Background: an optimization exercise with open tools, aiming at small area, a short achievable clock period and few clock cycles. Do not read the settings as production practice.
Function was checked by simulation only, so behaviour that the tests miss may differ from the original.

$ cat flow/design.v
module FFT(
input clk,
input rst_n,
input in_valid,
input signed [11:0] din_r,
input signed [11:0] din_i,
output out_valid,
output signed [15:0] dout_r,
output signed [15:0] dout_i
);
reg [6:0] cnt;       
reg       ov;
always @(posedge clk or negedge rst_n) begin
    if (!rst_n) begin
        cnt <= 7'd0;
        ov  <= 1'b0;
    end else begin
        if ((cnt != 7'd0 || in_valid) && cnt != 7'd127) cnt <= cnt + 7'd1;
        if (cnt == 7'd58) ov <= 1'b1;
    end
end
assign out_valid = ov;
wire [6:0] i1 = cnt - 7'd1;    
wire [6:0] i2 = cnt - 7'd18;   
wire [6:0] i3 = cnt - 7'd27;   
wire [6:0] i4 = cnt - 7'd32;   
wire [6:0] i5 = cnt - 7'd35;   
wire [6:0] pa = cnt - 7'd37;   
wire [6:0] pb = cnt - 7'd52;   
reg signed [11:0] xr, xi;
always @(posedge clk) begin
    xr <= din_r;
    xi <= din_i;
end
reg signed [12:0] d1r [0:15];
reg signed [12:0] d1i [0:15];
wire signed [12:0] t1r = d1r[15], t1i = d1i[15];
wire signed [12:0] s1r = t1r + xr, s1i = t1i + xi;
wire signed [12:0] f1r = t1r - xr, f1i = t1i - xi;
integer k;
always @(posedge clk) begin
    d1r[0] <= i1[4] ? f1r : {xr[11], xr};
    d1i[0] <= i1[4] ? f1i : {xi[11], xi};
    for (k = 1; k < 16; k = k + 1) begin
        d1r[k] <= d1r[k-1];
        d1i[k] <= d1i[k-1];
    end
end
wire [3:0] m1 = i1[3:0] + 4'd1;
wire signed [12:0] u1r = m1[3] ? d1i[14] : d1r[14];
wire signed [12:0] u1i = m1[3] ? -d1r[14] : d1i[14];
reg [6:0] c1, s1;
wire signed [7:0] c1x = {1'b0, c1}, s1x = {1'b0, s1};
always @(*) begin
    case (m1[2:0])
        3'd0: begin c1 = 7'd64; s1 = 7'd0;  end
        3'd1: begin c1 = 7'd63; s1 = 7'd12; end
        3'd2: begin c1 = 7'd59; s1 = 7'd24; end
        3'd3: begin c1 = 7'd53; s1 = 7'd36; end
        3'd4: begin c1 = 7'd45; s1 = 7'd45; end
        3'd5: begin c1 = 7'd36; s1 = 7'd53; end
        3'd6: begin c1 = 7'd24; s1 = 7'd59; end
        default: begin c1 = 7'd12; s1 = 7'd63; end
    endcase
end
wire signed [19:0] p1r = u1r * c1x + u1i * s1x;
wire signed [19:0] p1i = u1i * c1x - u1r * s1x;
reg signed [19:0] q1r, q1i, o1r, o1i;
always @(posedge clk) begin
    q1r <= p1r;
    q1i <= p1i;
    o1r <= i1[4] ? {s1r[12], s1r, 6'd0} : q1r;
    o1i <= i1[4] ? {s1i[12], s1i, 6'd0} : q1i;
end
reg signed [20:0] d2r [0:7];
reg signed [20:0] d2i [0:7];
wire signed [20:0] t2r = d2r[7], t2i = d2i[7];
wire signed [20:0] s2r = t2r + o1r, s2i = t2i + o1i;
wire signed [20:0] f2r = t2r - o1r, f2i = t2i - o1i;
always @(posedge clk) begin
    d2r[0] <= i2[3] ? f2r : o1r;
    d2i[0] <= i2[3] ? f2i : o1i;
    for (k = 1; k < 8; k = k + 1) begin
        d2r[k] <= d2r[k-1];
        d2i[k] <= d2i[k-1];
    end
end
wire [2:0] m2 = i2[2:0] + 3'd1;
wire signed [20:0] u2r = m2[2] ? d2i[6] : d2r[6];
wire signed [20:0] u2i = m2[2] ? -d2r[6] : d2i[6];
reg [6:0] c2, s2;
wire signed [7:0] c2x = {1'b0, c2}, s2x = {1'b0, s2};
always @(*) begin
    case (m2[1:0])
        2'd0: begin c2 = 7'd64; s2 = 7'd0;  end
        2'd1: begin c2 = 7'd59; s2 = 7'd24; end
        2'd2: begin c2 = 7'd45; s2 = 7'd45; end
        default: begin c2 = 7'd24; s2 = 7'd59; end
    endcase
end
wire signed [27:0] p2r = u2r * c2x + u2i * s2x;
wire signed [27:0] p2i = u2i * c2x - u2r * s2x;
reg signed [20:0] q2r, q2i, o2r, o2i;
always @(posedge clk) begin
    q2r <= p2r[26:6];
    q2i <= p2i[26:6];
    o2r <= i2[3] ? s2r : q2r;
    o2i <= i2[3] ? s2i : q2i;
end
reg signed [21:0] d3r [0:3];
reg signed [21:0] d3i [0:3];
wire signed [21:0] t3r = d3r[3], t3i = d3i[3];
wire signed [21:0] s3r = t3r + o2r, s3i = t3i + o2i;
wire signed [21:0] f3r = t3r - o2r, f3i = t3i - o2i;
always @(posedge clk) begin
    d3r[0] <= i3[2] ? f3r : o2r;
    d3i[0] <= i3[2] ? f3i : o2i;
    for (k = 1; k < 4; k = k + 1) begin
        d3r[k] <= d3r[k-1];
        d3i[k] <= d3i[k-1];
    end
end
wire [1:0] m3 = i3[1:0] + 2'd1;
wire signed [21:0] u3r = m3[1] ? d3i[2] : d3r[2];
wire signed [21:0] u3i = m3[1] ? -d3r[2] : d3i[2];
wire signed [22:0] a3 = u3r + u3i;      
wire signed [22:0] b3 = u3i - u3r;
wire signed [28:0] p3r = a3 * 29'sd45;
wire signed [28:0] p3i = b3 * 29'sd45;
reg signed [21:0] q3r, q3i, o3r, o3i;
always @(posedge clk) begin
    q3r <= m3[0] ? p3r[27:6] : u3r;
    q3i <= m3[0] ? p3i[27:6] : u3i;
    o3r <= i3[2] ? s3r : q3r;
    o3i <= i3[2] ? s3i : q3i;
end
reg signed [21:0] d4r [0:1];
reg signed [21:0] d4i [0:1];
wire signed [21:0] t4r = d4r[1], t4i = d4i[1];
wire signed [21:0] s4r = t4r + o3r, s4i = t4i + o3i;
wire signed [21:0] f4r = t4r - o3r, f4i = t4i - o3i;
reg signed [21:0] o4r, o4i;
always @(posedge clk) begin
    d4r[0] <= i4[1] ? f4r : o3r;
    d4i[0] <= i4[1] ? f4i : o3i;
    d4r[1] <= d4r[0];
    d4i[1] <= d4i[0];
    o4r <= i4[1] ? s4r : (i4[0] ? t4i : t4r);
    o4i <= i4[1] ? s4i : (i4[0] ? -t4r : t4i);
end
reg signed [21:0] d5r, d5i;
wire signed [21:0] s5r = d5r + o4r, s5i = d5i + o4i;
wire signed [21:0] f5r = d5r - o4r, f5i = d5i - o4i;
reg [31:0] o5;
always @(posedge clk) begin
    d5r <= i5[0] ? f5r : o4r;
    d5i <= i5[0] ? f5i : o4i;
    o5  <= i5[0] ? {s5r[21:6], s5i[21:6]} : {d5r[21:6], d5i[21:6]};
end
reg [31:0] ba [0:14];
wire sela = pa[4] & ~pa[0];
wire [31:0] outa = sela ? o5 : ba[14];
always @(posedge clk) begin
    ba[0] <= sela ? ba[14] : o5;
    for (k = 1; k < 15; k = k + 1) ba[k] <= ba[k-1];
end
reg [31:0] bb [0:5];
wire selb = pb[3] & ~pb[1];
wire [31:0] outb = selb ? outa : bb[5];
always @(posedge clk) begin
    bb[0] <= selb ? bb[5] : outa;
    for (k = 1; k < 6; k = k + 1) bb[k] <= bb[k-1];
end
reg [31:0] dout;
always @(posedge clk) dout <= outb;
assign dout_r = dout[31:16];
assign dout_i = dout[15:0];
endmodule
$ cat flow/run.sh
#!/bin/bash
# synth_recipe.tcl (not shown) runs the flow's synth.tcl, then flattens the netlist and writes it again
# the make line also repeats each setting of config.mk as NAME=value (left out here)
make -C /OpenROAD-flow-scripts/flow DESIGN_CONFIG=/design/flow/config.mk WORK_HOME=/design/flow/orfs CLKGATE_MAP_FILE= SYNTH_SCRIPT=/design/flow/synth_recipe.tcl finish
$ cat flow/config.mk
export PLATFORM = sky130hd
export DESIGN_NAME = FFT
export DESIGN_NICKNAME = FFT
export VERILOG_FILES = /design/flow/design.v
export SDC_FILE = /design/flow/constraint.sdc
export NUM_CORES = 4
export LEC_CHECK = 0
export CAP_MARGIN = 20
export CORE_MARGIN = 2
export CORE_UTILIZATION = 40
export SLEW_MARGIN = 20
$ cat flow/constraint.sdc
create_clock -name core_clock -period 12.0 [get_ports {clk}]
set_input_delay 2.4000 -clock core_clock [delete_from_list [all_inputs] [get_ports {clk}]]
set_output_delay 2.4000 -clock core_clock [all_outputs]
set_load 0.01 [all_outputs]
==> results of run 1 <==
==> Yosys cell counts, types with 8 or more instances <==
library cell / count
a311oi_1: 18
mux2_2: 111
a31o_2: 8
a21boi_0: 29
clkbuf_1: 246
nand2_1: 819
dfxtp_1: 2116
and4_1: 11
o22ai_1: 10
mux2i_1: 133
o211ai_1: 25
a31oi_1: 43
nand4_1: 14
a211oi_1: 49
buf_1: 25
or4_1: 14
o2111ai_1: 13
and3_1: 48
o21bai_1: 78
o31a_1: 8
xnor2_1: 423
nor3_1: 138
fa_1: 885
or3_1: 67
a211o_1: 13
nand3b_1: 14
a21oi_1: 393
o21a_1: 47
nor2b_1: 112
a21o_1: 52
o41ai_1: 15
o21ai_0: 537
nand2b_1: 106
dfrtp_1: 8
and2_1: 103
nor2_1: 609
inv_1: 1435
nand3_1: 79
o31ai_1: 68
or2_2: 19
ha_1: 883
xor2_1: 110
nor3b_1: 20
nor4_1: 30
==> sequential cells by signal, indices dropped and copies added, names as in the netlist, 22 cells and up <==
signal	count
d2r	168
ba	480
d3r	88
bb	192
o3i	22
o4r	22
d2i	168
d1r	208
o4i	22
o3r	22
d3i	88
d4r	44
q3r	22
d5r	22
d1i	208
d4i	44
q3i	22
d5i	22
o5	32
dout	32
==> worst max-delay path by stage <==
stage               slack [ns]         endpoint
floorplan                 2.43  q1r[18]$_DFF_P_
global placement          1.78  q3r[20]$_DFF_P_
detailed placement        1.56  q3r[20]$_DFF_P_
CTS                       1.55  q3r[20]$_DFF_P_
global route              0.86  q3r[20]$_DFF_P_
finish                    1.51  q3r[20]$_DFF_P_
==> layout make-up <==
cell class | instances | area share
multi-input cells | 6248 | 0.477
clock inverters | 111 | 0.0124
repair buffers | 113 | 0.00857
diodes | 5 | 0.000108
inverters | 1436 | 0.0464
flip-flops and latches | 2124 | 0.366
well taps | 3402 | 0.0366
clock buffers | 280 | 0.0523
==> critical path: cells and delay by family, from the launching register on <==
kind                       cells  cell delay, ns
adders and majority gates      7            2.92
buffers and inverters          3            0.92
and+or+nand+nor                6            0.93
muxes                          1            0.48
AOI/OAI and AO/OA             12            3.77
DFF                            1            0.76
xor gates and xnor gates       2            0.55
==> cells by family (layout without fill, tap and decap cells) <==
group / Yosys count / after routing / share of synthesized area
muxes: 245 / 245 / 0.0249
DFF: 2124 / 2124 / 0.408
and+or+nand+nor: 2222 / 2222 / 0.0980
other: 0 / 5 / 0
AOI/OAI and AO/OA: 1479 / 1479 / 0.0863
buffers and inverters: 1714 / 1940 / 0.0618
xor gates and xnor gates: 534 / 534 / 0.0450
adders and majority gates: 1768 / 1768 / 0.276
==> routing by layer <==
layer | track usage | vias up
li1 | - | 32500
met1 | 0.250 | 32700
met2 | 0.330 | 1333
met3 | 0.0291 | 396
met4 | 0.0545 | 6
met5 | 0 | -
==> through the flow <==
stage	cells
final	13700
after global routing	13700
after CTS	13700
after detailed placement	13300
after global placement	13300
after floorplan	10100
==> results.toml, run 1 <==
[sta]
setup_viol = 0
slew_headroom = 0.230
setup_tns_ns = 0
setup_ws_ns = 1.51
max_freq_ghz = 0.0953
timing.final.crit_share = 0.874
hold_violations = 0
fin_skew_ns = 0.122
tightest_slew_ns = 1.12
rsz0062_at_grt = "no"
whs_ns = 0.251
drv_slew = 0
fin_crit_ns = 10.49

[worst_setup_path]
crit_start = "cnt[1]$_DFFE_PN0P_"
cp_max_fo = 48
start_kind = "flip-flop"
cp.required_ns = 12.69
r2r_end = "q3r[20]$_DFF_P_"
crit_arrival_ns = 11.18
r2r_start = "cnt[1]$_DFFE_PN0P_"
crit_path_end_kind = "flip-flop"
r2r_cells = 31
crit_path_max_incr_delay_ns = 0.76
r2r_slack_ns = 1.51
critPathSlowestCell = "dfrtp_4"
path_class = "flip-flop to flip-flop"

[synth]
ys_async_sr_fraction = 0.00377
synth.largest_area_cell = "dfxtp_1"
synth_top_area_frac = 0.406
yosysUniqueCellTypes = 89
ys_warn_count = 11
synth.ff_latch_count = 2124
syn_area_um2 = 104000
synth_area_per_cell_um2 = 10.3
ys_top_cells_by_area = "dfxtp_1 41%, fa_1 17%, ha_1 11%, inv_1 5.2%, xnor2_1 3.6%"
synthFlopType = "dfxtp_1"
synth_seq_area_share = 0.408
synth_nets = 11900
synthCells = 10100
synth_edf_count = 0

[routing]
wl_met1_mm = 113
wl_mm = 253
drt_iter0_drc = 3640
wl_met2_mm = 122
wl_met3_mm = 11.2
drcViolationCount = 0
ant_nets = 0
top_layer = "met5"
viasPerCell = 4.88
first_pass_iters = 6
routed-via-count = 66900
wl_per_cell_um = 18.5

[clock_network]
clock_path_buffers = 4
cts_made_buffers = 218
htreeDepth = 4
path_clk_slew_ns = 0.06
clk_latency_ns = 0.90
cts_num_sinks = 2124
cts-resized-gates = 0
clock-root-buffer = "clkbuf_16"
hold_buffers = 0
cts_tree = "yes"
post_cts_buffers = 0

[grt]
grt_pass1_wl_mm = 399
grt_max_degree = 84
antenna_found_initial = 15
grt_overflow_total = 0
first_global_vias = 70300
grtUsageTotal = 0.192

[floorplanning]
core_area_um2 = 259000
start_util = 0.402
dieWidth_um = 515
dieArea_um2 = 265000
die_height_um = 515
io_pins = 60
rows = 187

[placed_design]
placed_cell_area_um2 = 109000
hpwl_mm = 200
port-buffer-count = 59
routabilityCongestion = 0.910
dp_slack_ns = 1.56

[finish]
regArea_um2 = 42600
mostFrequentLayoutCell = "dfxtp_1"
finalInstanceArea_um2 = 116000
drive_gt1_frac = 0.0579
layout.nets = 11900
layout_common_cells = "2,116 x dfxtp_1, 1,434 x inv_1, 885 x fa_1"
fillers = 24100
areaGrowthSynthToFinish_pct = 11.4
multi_input_area_um2 = 55400
fin_util = 0.448

[worst_hold_path]
hold_depth = 0
hp-start = "ba[1][3]$_DFF_P_"
hp-class = "flip-flop to flip-flop"
hold_end = "ba[2][3]$_DFF_P_"

[status]
status = "timing/DRC/antenna clean"

[job]
maxCapViolCount = 0
Testbench counts, summed over its fixed seeds: cycles 23,040.
==> run 2: changes to the inputs <==
--- a/flow/config.mk
+++ b/flow/config.mk
@@ -6,4 +6,5 @@
 export NUM_CORES = 4
 export LEC_CHECK = 0
+export ABC_CLOCK_PERIOD_IN_PS = 3000
 export CAP_MARGIN = 20
 export CORE_MARGIN = 2
==> run 2 against run 1 <==
  * Core utilization unchanged
  * Sequential share of layout area unchanged
  * Via count unchanged
  * Flip-flop and latch count unchanged
  * Count of clock-buffer cells in the layout unchanged
==> results.toml, run 2 <==
[worst_setup_path]
cp.required_ns = 12.69
critPathBufInv = 3
cp_max_fo = 48
start_kind = "flip-flop"
crit_path_end_kind = "flip-flop"
crit_arrival_ns = 11.18
r2r_slack_ns = 1.51
path_depth = 31
crit_path_max_incr_delay_ns = 0.76
crit_family = "compound AO/OA/AOI/OAI gates"
r2r_start = "cnt[1]$_DFFE_PN0P_"
path_class = "flip-flop to flip-flop"
r2r_end = "q3r[20]$_DFF_P_"
r2r_cells = 31
critPathSlowestCell = "dfrtp_4"
crit_start = "cnt[1]$_DFFE_PN0P_"

[finish]
top_register = "ba"
regArea_um2 = 42600
multi_input_area_um2 = 55400
largest_reg_flops = 480
layout_common_cells = "2,116 x dfxtp_1, 1,434 x inv_1, 885 x fa_1"
areaGrowthSynthToFinish_pct = 11.4
fin_util = 0.448
layout.nets = 11900
fillers = 24100
reg_top3 = "ba: 480 flops, d1i: 208 flops, d1r: 208 flops"
drive_gt1_frac = 0.0579
finalInstanceArea_um2 = 116000
mostFrequentLayoutCell = "dfxtp_1"

[placed_design]
routabilityCongestion = 0.910
placed_cell_area_um2 = 109000
hpwl_mm = 200
port-buffer-count = 59

[sta]
rsz0062_at_grt = "no"
fin_crit_ns = 10.49
hold_violations = 0
setup_tns_ns = 0
setup_viol = 0
tightest_slew_ns = 1.12
max_freq_ghz = 0.0953
timing.final.crit_share = 0.874
drv_slew = 0
fin_skew_ns = 0.122
slew_headroom = 0.230

[synth]
ys_warn_count = 11
ys_top_cells_by_area = "dfxtp_1 41%, fa_1 17%, ha_1 11%, inv_1 5.2%, xnor2_1 3.6%"
synthFlopType = "dfxtp_1"
syn_area_um2 = 104000
synth_top_area_frac = 0.406
synth_seq_area_share = 0.408
synthCells = 10100
ys_async_sr_fraction = 0.00377
synthTopCellsByCount = "2,116 x dfxtp_1, 1,435 x inv_1, 885 x fa_1"
synth_edf_count = 0
synth.largest_area_cell = "dfxtp_1"
yosysUniqueCellTypes = 89
synth.ff_latch_count = 2124
synth_area_per_cell_um2 = 10.3
yosysMostFrequentCell = "dfxtp_1"
synth_nets = 11900

[grt]
first_global_vias = 70300
antenna_found_initial = 15
grtUsageTotal = 0.192
grt_pass1_wl_mm = 399
grt_overflow_total = 0
grt_max_degree = 84

[clock_network]
htreeDepth = 4
post_cts_buffers = 0
cts_num_sinks = 2124
cts_tree = "yes"
hold_buffers = 0
cts_made_buffers = 218
path_clk_slew_ns = 0.06
clk_latency_ns = 0.90
cts-resized-gates = 0
clock_path_buffers = 4
clock-root-buffer = "clkbuf_16"

[routing]
ant_nets = 0
drcViolationCount = 0
wl_per_cell_um = 18.5
wl_mm = 253
drt_iter0_drc = 3640
first_pass_iters = 6
viasPerCell = 4.88
routed-via-count = 66900

[floorplanning]
die_height_um = 515
io_pins = 60
dieArea_um2 = 265000
start_util = 0.402
core_area_um2 = 259000
dieWidth_um = 515
rows = 187

[job]
maxCapViolCount = 0

[worst_hold_path]
hold_depth = 0
hp-start = "ba[1][3]$_DFF_P_"
hp-class = "flip-flop to flip-flop"
hold_end = "ba[2][3]$_DFF_P_"

[status]
status = "timing/DRC/antenna clean"
-- run 2: worst reg2reg max path: cells and delay by family, from the launching register on --
kind,cells,cell delay (ns)
AOI/OAI and AO/OA,12,3.78
muxes,1,0.49
xor gates and xnor gates,2,0.55
DFF,1,0.76
buffers and inverters,3,0.92
and+or+nand+nor,6,0.93
adders and majority gates,7,2.93
-- run 2: kinds of logic after synthesis --
logic type | Yosys count | share of synthesized area
flip-flops | 2124 | 0.408
multiplexers | 245 | 0.0249
buffers and inverters | 1714 | 0.0618
adder cells (fa/ha/maj) | 1768 | 0.276
AND/OR/NAND/NOR | 2222 | 0.0980
AO/OA/AOI/OAI | 1479 | 0.0863
XOR/XNOR | 534 | 0.0450
-- run 2: how the worst max path moves through the flow --
stage / to / slack (ns)
6_report: q3r[20]$_DFF_P_ / 1.51
2_1_floorplan: q1r[18]$_DFF_P_ / 2.43
3_5_place_dp: q3r[20]$_DFF_P_ / 1.56
4_1_cts: q3r[20]$_DFF_P_ / 1.55
5_1_grt: q3r[20]$_DFF_P_ / 0.86
3_3_place_gp: q3r[20]$_DFF_P_ / 1.78
-- run 2: metrics by stage --
stage	std cells	worst slack (ns)	hold WS (ns)
finish	13700	1.51	0.251
global route	13700	0.857	0.258
CTS	13700	1.55	0.256
detailed placement	13300	1.56	0.312
global placement	13300	1.78	0.310
floorplan	10100	2.43	0.310
-- run 2: final cells by class --
cell class | count | area share
Antenna cell | 5 | 0.000108
Timing Repair Buffer | 113 | 0.00857
Tap cell | 3402 | 0.0366
Sequential cell | 2124 | 0.366
Inverter | 1436 | 0.0464
Clock inverter | 111 | 0.0124
Clock buffer | 280 | 0.0523
Multi-Input combinational cell | 6248 | 0.477
-- run 2: metal layers --
metal | global-route usage | routed length [µm]
met5 | 0 | 41
met4 | 0.0545 | 7430
met1 | 0.250 | 113000
met2 | 0.330 | 122000
met3 | 0.0291 | 11200

-- afterwards: timing with drivers on the ports --
In the flow no input, the clock included, has a driving cell. The finished layouts below were timed again as built, in two steps. Step 1 (the two cells are an assumption about what drives the block):
set clk [get_ports {clk}]
set_driving_cell -lib_cell sky130_fd_sc_hd__clkbuf_16 $clk
set_driving_cell -lib_cell sky130_fd_sc_hd__buf_2 [delete_from_list [all_inputs] $clk]
Step 2 adds t to the input delays and takes it off the output delays; t is the mean of the earliest and latest rising clock arrival at the registers after step 1. Input paths then give back, and output paths get back, about the clock's delay inside the block. Slacks: ideal / step 1 / step 2; pairs: ideal / step 1.
| run | shift t [ns] | slack for setup (ns) | hold slack, ns | slew at the worst register clock pin (ns) | pins driven straight from the clock port |
|---|---|---|---|---|---|
| run 1 | 0.940 | 1.512 / 1.512 / 1.512 | 0.251 / 0.251 / 0.251 | 0.07 / 0.07 | 1 |
| run 2 | 0.940 | 1.512 / 1.512 / 1.512 | 0.251 / 0.251 / 0.251 | 0.07 / 0.07 | 1 |
After both steps setup and hold are still met in every run listed.
